From an optimization exercise on the open Yosys and OpenROAD flow, aimed at small area and a short achievable clock period; shortcuts taken in it are not production practice. Only simulation tests tie the RTL to the original design; equivalence was not proved. Power and IR drop assume default switching activity.

== run A ==
==> flow/design.v <==
module ALU(
    output [15:0] s,
    input [15:0] a,
    input [15:0] b,
    input inv,
    input cin,
    input ar,
    input la
    );
wire [15:0] bx = b ^ {16{inv}};
wire [15:0] p = a ^ bx;
wire [15:0] g = a & bx;
wire [15:0] g1, p1, g2, p2, g3, p3, g4;
genvar i;
generate for (i = 0; i < 16; i = i + 1) begin : pf
  if (i == 0) begin
    assign g1[i] = g[0] | p[0] & cin; assign p1[i] = 1'b0;
  end else if (i == 1) begin
    assign g1[i] = g[1] | p[1] & g1[0]; assign p1[i] = 1'b0;
  end else if (i % 2 == 1) begin
    assign g1[i] = g[i] | p[i] & g[i-1]; assign p1[i] = p[i] & p[i-1];
  end else begin
    assign g1[i] = g[i]; assign p1[i] = p[i];
  end
  if (i % 4 >= 2) begin
    assign g2[i] = g1[i] | p1[i] & g1[(i/4)*4+1]; assign p2[i] = p1[i] & p1[(i/4)*4+1];
  end else begin
    assign g2[i] = g1[i]; assign p2[i] = p1[i];
  end
  if (i % 8 >= 4) begin
    assign g3[i] = g2[i] | p2[i] & g2[(i/8)*8+3]; assign p3[i] = p2[i] & p2[(i/8)*8+3];
  end else begin
    assign g3[i] = g2[i]; assign p3[i] = p2[i];
  end
  if (i >= 8) begin
    assign g4[i] = g3[i] | p3[i] & g3[7];
  end else begin
    assign g4[i] = g3[i];
  end
end endgenerate
wire [15:0] c = {g4[14:0], cin};   
assign s = la ? g : p ^ (c & {16{ar}});
endmodule
module c_aoi222(output y, input a1, a2, b1, b2, c1, c2);
assign y = ~(a1 & a2 | b1 & b2 | c1 & c2);
endmodule
module c_aoi22(output y, input a1, a2, b1, b2);
assign y = ~(a1 & a2 | b1 & b2);
endmodule
module c_nand3(output y, input a, b, c);
assign y = ~(a & b & c);
endmodule
module c_nand4(output y, input a, b, c, d);
assign y = ~(a & b & c & d);
endmodule
module regmux8(
    output [15:0] q,
    input [7:0] sel,
    input [15:0] r0, r1, r2, r3, r4, r5, r6, r7
    );
wire [15:0] t0, t1, t2;
genvar i;
generate for (i = 0; i < 16; i = i + 1) begin : sl
  c_aoi222 u0(t0[i], sel[0], r0[i], sel[1], r1[i], sel[2], r2[i]);
  c_aoi222 u1(t1[i], sel[3], r3[i], sel[4], r4[i], sel[5], r5[i]);
  c_aoi22 u2(t2[i], sel[6], r6[i], sel[7], r7[i]);
  c_nand3 u3(q[i], t0[i], t1[i], t2[i]);
end endgenerate
endmodule
module bmux(
    output [15:0] q,
    input [7:0] sel,
    input [15:0] r0, r1, r2, r3, r4, r5, r6, r7,
    input [15:0] k,
    input [15:0] x,
    input two_n
    );
wire [15:0] t0, t1, t2;
genvar i;
generate for (i = 0; i < 16; i = i + 1) begin : sl
  c_aoi222 u0(t0[i], sel[0], r0[i], sel[1], r1[i], sel[2], r2[i]);
  c_aoi222 u1(t1[i], sel[3], r3[i], sel[4], r4[i], sel[5], r5[i]);
  c_aoi222 u2(t2[i], sel[6], r6[i], sel[7], r7[i], k[i], x[i]);
  if (i == 1) begin : two
    c_nand4 u3(q[i], t0[i], t1[i], t2[i], two_n);
  end else begin : one
    c_nand3 u3(q[i], t0[i], t1[i], t2[i]);
  end
end endgenerate
endmodule
module dbgmux(
    output [15:0] q,
    input [3:0] s,
    input [15:0] r0, r1, r2, r3, r4, r5, r6, r7, ir
    );
wire [8:0] hl, hh;
dbgdec decl_(hl, s);
dbgdec dech_(hh, s);
dbgsel sell_(q[7:0], hl, r0[7:0], r1[7:0], r2[7:0], r3[7:0], r4[7:0], r5[7:0], r6[7:0], r7[7:0], ir[7:0]);
dbgsel selh_(q[15:8], hh, r0[15:8], r1[15:8], r2[15:8], r3[15:8], r4[15:8], r5[15:8], r6[15:8], r7[15:8], ir[15:8]);
endmodule
module dbgdec(
    output [8:0] h,
    input [3:0] s
    );
assign h[0] = s == 4'd0;
assign h[1] = s == 4'd1;
assign h[2] = s == 4'd2;
assign h[3] = s == 4'd3;
assign h[4] = s == 4'd4;
assign h[5] = s == 4'd5;
assign h[6] = s == 4'd6;
assign h[7] = s == 4'd7;
assign h[8] = s == 4'd8;
endmodule
module dbgsel(
    output [7:0] q,
    input [8:0] h,
    input [7:0] r0, r1, r2, r3, r4, r5, r6, r7, ir
    );
assign q =
  {8{h[0]}} & r0 | {8{h[1]}} & r1 | {8{h[2]}} & r2 | {8{h[3]}} & r3 |
  {8{h[4]}} & r4 | {8{h[5]}} & r5 | {8{h[6]}} & r6 | {8{h[7]}} & r7 |
  {8{h[8]}} & ir;
endmodule
module arm16_core(
    input clk,
    input rst,
    output [15:0] mem_addr,
    input [15:0] mem_rdata,
    input [3:0] dbg_sel,
    output [15:0] dbg,
    output exec
    );
reg ex;
reg [15:0] ir;
reg [15:0] r0, r1, r2, r3, r4, r5, r6, r7;
reg [7:0] asel;             
reg [7:0] bsel;             
reg bk_lo, bk_mid, bk_hi;   
reg inv, cin, ar, la;       
assign exec = ex;
assign mem_addr = r7;
wire [15:0] m = mem_rdata;
wire m_b = m[15:13] == 3'b110;
wire m_alui = m[15:14] == 2'b10;
wire m_a7 = m_b | (m[15:11] == 5'b11100 & m[7:4] == 4'b1111);
wire [2:0] m_asel = m_a7 ? 3'd7 : m[10:8];
wire m_breg = m[15:13] == 3'b111 & m[12:11] != 2'b00;
wire m_bk8 = m[15:14] != 2'b11;
wire m_bk4 = m[15:11] == 5'b11100;
wire [2:0] m_op = m_alui ? m[13:11] : m_b ? 3'd4 : m[6:4];
wire m_anone = m_op == 3'd0 | m_op == 3'd2;   
wire fetch_next = rst | ex;   
always @(posedge clk) begin
  ex <= ~rst & ~ex;
  if (fetch_next) begin
    asel <= 8'h80;            
    bsel <= 8'h00;
    bk_lo <= 1'b0;
    bk_mid <= 1'b0;
    bk_hi <= 1'b0;
    inv <= 1'b0;
    cin <= 1'b0;
    ar <= 1'b1;
    la <= 1'b0;
  end else begin
    asel <= m_anone ? 8'h00 : 8'h01 << m_asel;
    bsel <= m_breg ? 8'h01 << m[2:0] : 8'h00;
    bk_lo <= m_bk8 | m_b | m_bk4;
    bk_mid <= m_bk8 | m_b;
    bk_hi <= m_b;
    inv <= m_op == 3'd2 | m_op == 3'd6 | m_op == 3'd7;
    cin <= m_op == 3'd6;
    ar <= m_op[2];
    la <= m_op == 3'd1;
  end
end
wire [15:0] a;
regmux8 amux_(a, asel, r0, r1, r2, r3, r4, r5, r6, r7);
wire [15:0] b;
bmux bmux_(b, bsel, r0, r1, r2, r3, r4, r5, r6, r7,
  {{8{bk_hi}}, {4{bk_mid}}, {4{bk_lo}}}, {{8{ir[8]}}, ir[7:0]}, ex);
wire [15:0] y;
ALU alu_(y, a, b, inv, cin, ar, la);
wire [15:0] wd = rst ? 16'h0 : y;
wire [2:0] dst = ir[15:14] == 2'b10 ? ir[10:8] : 3'd7;
wire we = ex & ~rst;
always @(posedge clk) begin
  if (rst | ~ex) ir <= rst ? 16'h0 : mem_rdata;
  if (rst | we & dst == 3'd0) r0 <= wd;
  if (rst | we & dst == 3'd1) r1 <= wd;
  if (rst | we & dst == 3'd2) r2 <= wd;
  if (rst | we & dst == 3'd3) r3 <= wd;
  if (rst | we & dst == 3'd4) r4 <= wd;
  if (rst | we & dst == 3'd5) r5 <= wd;
  if (rst | we & dst == 3'd6) r6 <= wd;
  if (rst | ~ex | we & dst == 3'd7) r7 <= wd;
end
dbgmux dbg_(dbg, dbg_sel, r0, r1, r2, r3, r4, r5, r6, r7, ir);
endmodule
==> flow/config.mk <==
export PLATFORM = sky130hd
export DESIGN_NAME = arm16_core
export DESIGN_NICKNAME = arm16_core
export VERILOG_FILES = /design/flow/design.v
export SDC_FILE = /design/flow/constraint.sdc
export NUM_CORES = 4
export LEC_CHECK = 0
export CAP_MARGIN = 20
export CORE_MARGIN = 2
export CORE_UTILIZATION = 65
export CTS_BUF_LIST = sky130_fd_sc_hd__clkbuf_8
export SETUP_SLACK_MARGIN = 3.9
export SLEW_MARGIN = 20
export SYNTH_HIERARCHICAL = 1
==> flow/constraint.sdc <==
create_clock -name core_clock -period 8.5 [get_ports {clk}]
set_input_delay 1.7000 -clock core_clock [delete_from_list [all_inputs] [get_ports {clk}]]
set_output_delay 1.7000 -clock core_clock [all_outputs]
set_load 0.01 [all_outputs]
standard.sh (not shown) runs the stock make flow with config.mk's settings and CLKGATE_MAP_FILE= SYNTH_SCRIPT=/design/flow/synth_recipe.tcl, a recipe that flattens the netlist after the stock synthesis.
==> flow/flow/run.sh <==
#!/bin/bash
# Own layout flow: the standard flow (standard synthesis, ORFS steps), with
#  - port buffers of the smallest buffer cell (every port still gets one),
#  - CTS without dummy clock loads.
# Each ORFS step writes its own log under orfs/logs/; make's output goes to make_finish.log.
set -euo pipefail
cd "$(dirname "$0")/.."
export BUFFER_PORTS_ARGS="-buffer_cell sky130_fd_sc_hd__buf_1"
export CTS_ARGS="-sink_clustering_enable -repair_clock_nets -buf_list sky130_fd_sc_hd__clkbuf_8 -dont_use_dummy_load"
bash standard.sh finish > make_finish.log 2>&1
Changes in run B relative to run A:
# run A
export LEC_CHECK = 0
export CAP_MARGIN = 20
export CORE_MARGIN = 2
export CORE_UTILIZATION = 65
export CTS_BUF_LIST = sky130_fd_sc_hd__clkbuf_8
export SETUP_SLACK_MARGIN = 3.9
export SLEW_MARGIN = 20
export SYNTH_HIERARCHICAL = 1
create_clock -name core_clock -period 8.5 [get_ports {clk}]
# run B
export LEC_CHECK = 0
export CAP_MARGIN = 20
export CORE_MARGIN = 2
export CORE_UTILIZATION = 55
export CTS_BUF_LIST = sky130_fd_sc_hd__clkbuf_8
export SETUP_SLACK_MARGIN = 4.2
export SLEW_MARGIN = 20
export SYNTH_HIERARCHICAL = 1
create_clock -name core_clock -period 8.5 [get_ports {clk}]
==> summary.txt <==
Any difference in sequential cell area between run A and run B is small enough to ignore.
Run B vs run A, multi-input gate share of total cell area went down by 1.5 points.
Run B ends up with a post-detailed-route via-to-cell ratio that is 3.9% lower than in run A.
Core utilization: run B lower than run A
Run B has more setup slack than run A.
From run A to run B, complex-gate fraction of the synthesized area did not move at all.
In run B the total of cells resized after clock tree synthesis turned out 47 higher than in run A.
Run B: sequential share of layout area 3.3 points below run A
Run B vs. run A: synthesis-to-finish area growth up 8.0 points; total of plain and repair buffers excluding clock buffers has increased.
diff inputs: run B => run C
# run B
export LEC_CHECK = 0
export CAP_MARGIN = 20
export CORE_MARGIN = 2
export CORE_UTILIZATION = 55
export CTS_BUF_LIST = sky130_fd_sc_hd__clkbuf_8
export SETUP_SLACK_MARGIN = 4.2
export SLEW_MARGIN = 20
export SYNTH_HIERARCHICAL = 1
create_clock -name core_clock -period 8.5 [get_ports {clk}]
# run C
export LEC_CHECK = 0
export CAP_MARGIN = 20
export CORE_MARGIN = 2
export CORE_UTILIZATION = 40
export CTS_BUF_LIST = sky130_fd_sc_hd__clkbuf_8
export SETUP_SLACK_MARGIN = 4.2
export SLEW_MARGIN = 20
export SYNTH_HIERARCHICAL = 1
create_clock -name core_clock -period 8.5 [get_ports {clk}]
## What came out
- Delta(share of total power in combinational logic, run C - run B) < 0
- Run C ends up with a register-to-register slack that is 70 ps lower than in run B.
- Against run B, run C comes in 26 ps higher on setup slack.
- Initial core utilization, run B and run C, higher one = run B.
- Global-route usage in run C vs run B: down 7.9 points
- Routed wire length on met3 (run C over run B): decrease, 6.1%
- Run C vs run B on multi-input combinational area share: run C is the lower one.

separate check: timing with driven ports:
In the flow no input, the clock included, has a driving cell. The finished layouts below were timed again as built, in two steps. Step 1 sets driving cells, clkbuf_16 on the clock port and buf_2 on the other inputs (assumed; they add their load-dependent delay and slew). Step 2, shift: input delay + t, output delay - t, t = (earliest + latest rising clock arrival at the registers) / 2. This alone moves slack from input paths to output paths. Three values: no drivers, after step 1, after step 2; two values: the first two.
run	t (ns)	setup WS [ns]	clock arrival spread, ns
run A	0.486	3.921 / 3.864 / 3.864	0.024 / 0.024
run B	0.496	3.940 / 3.704 / 3.704	0.029 / 0.030
run C	0.492	3.966 / 3.724 / 3.724	0.027 / 0.027
After both steps setup and hold are still met in every run listed. The setup slack of run C, which loses most, moves by -0.242 ns with the drivers and by -0.242 ns with both steps.
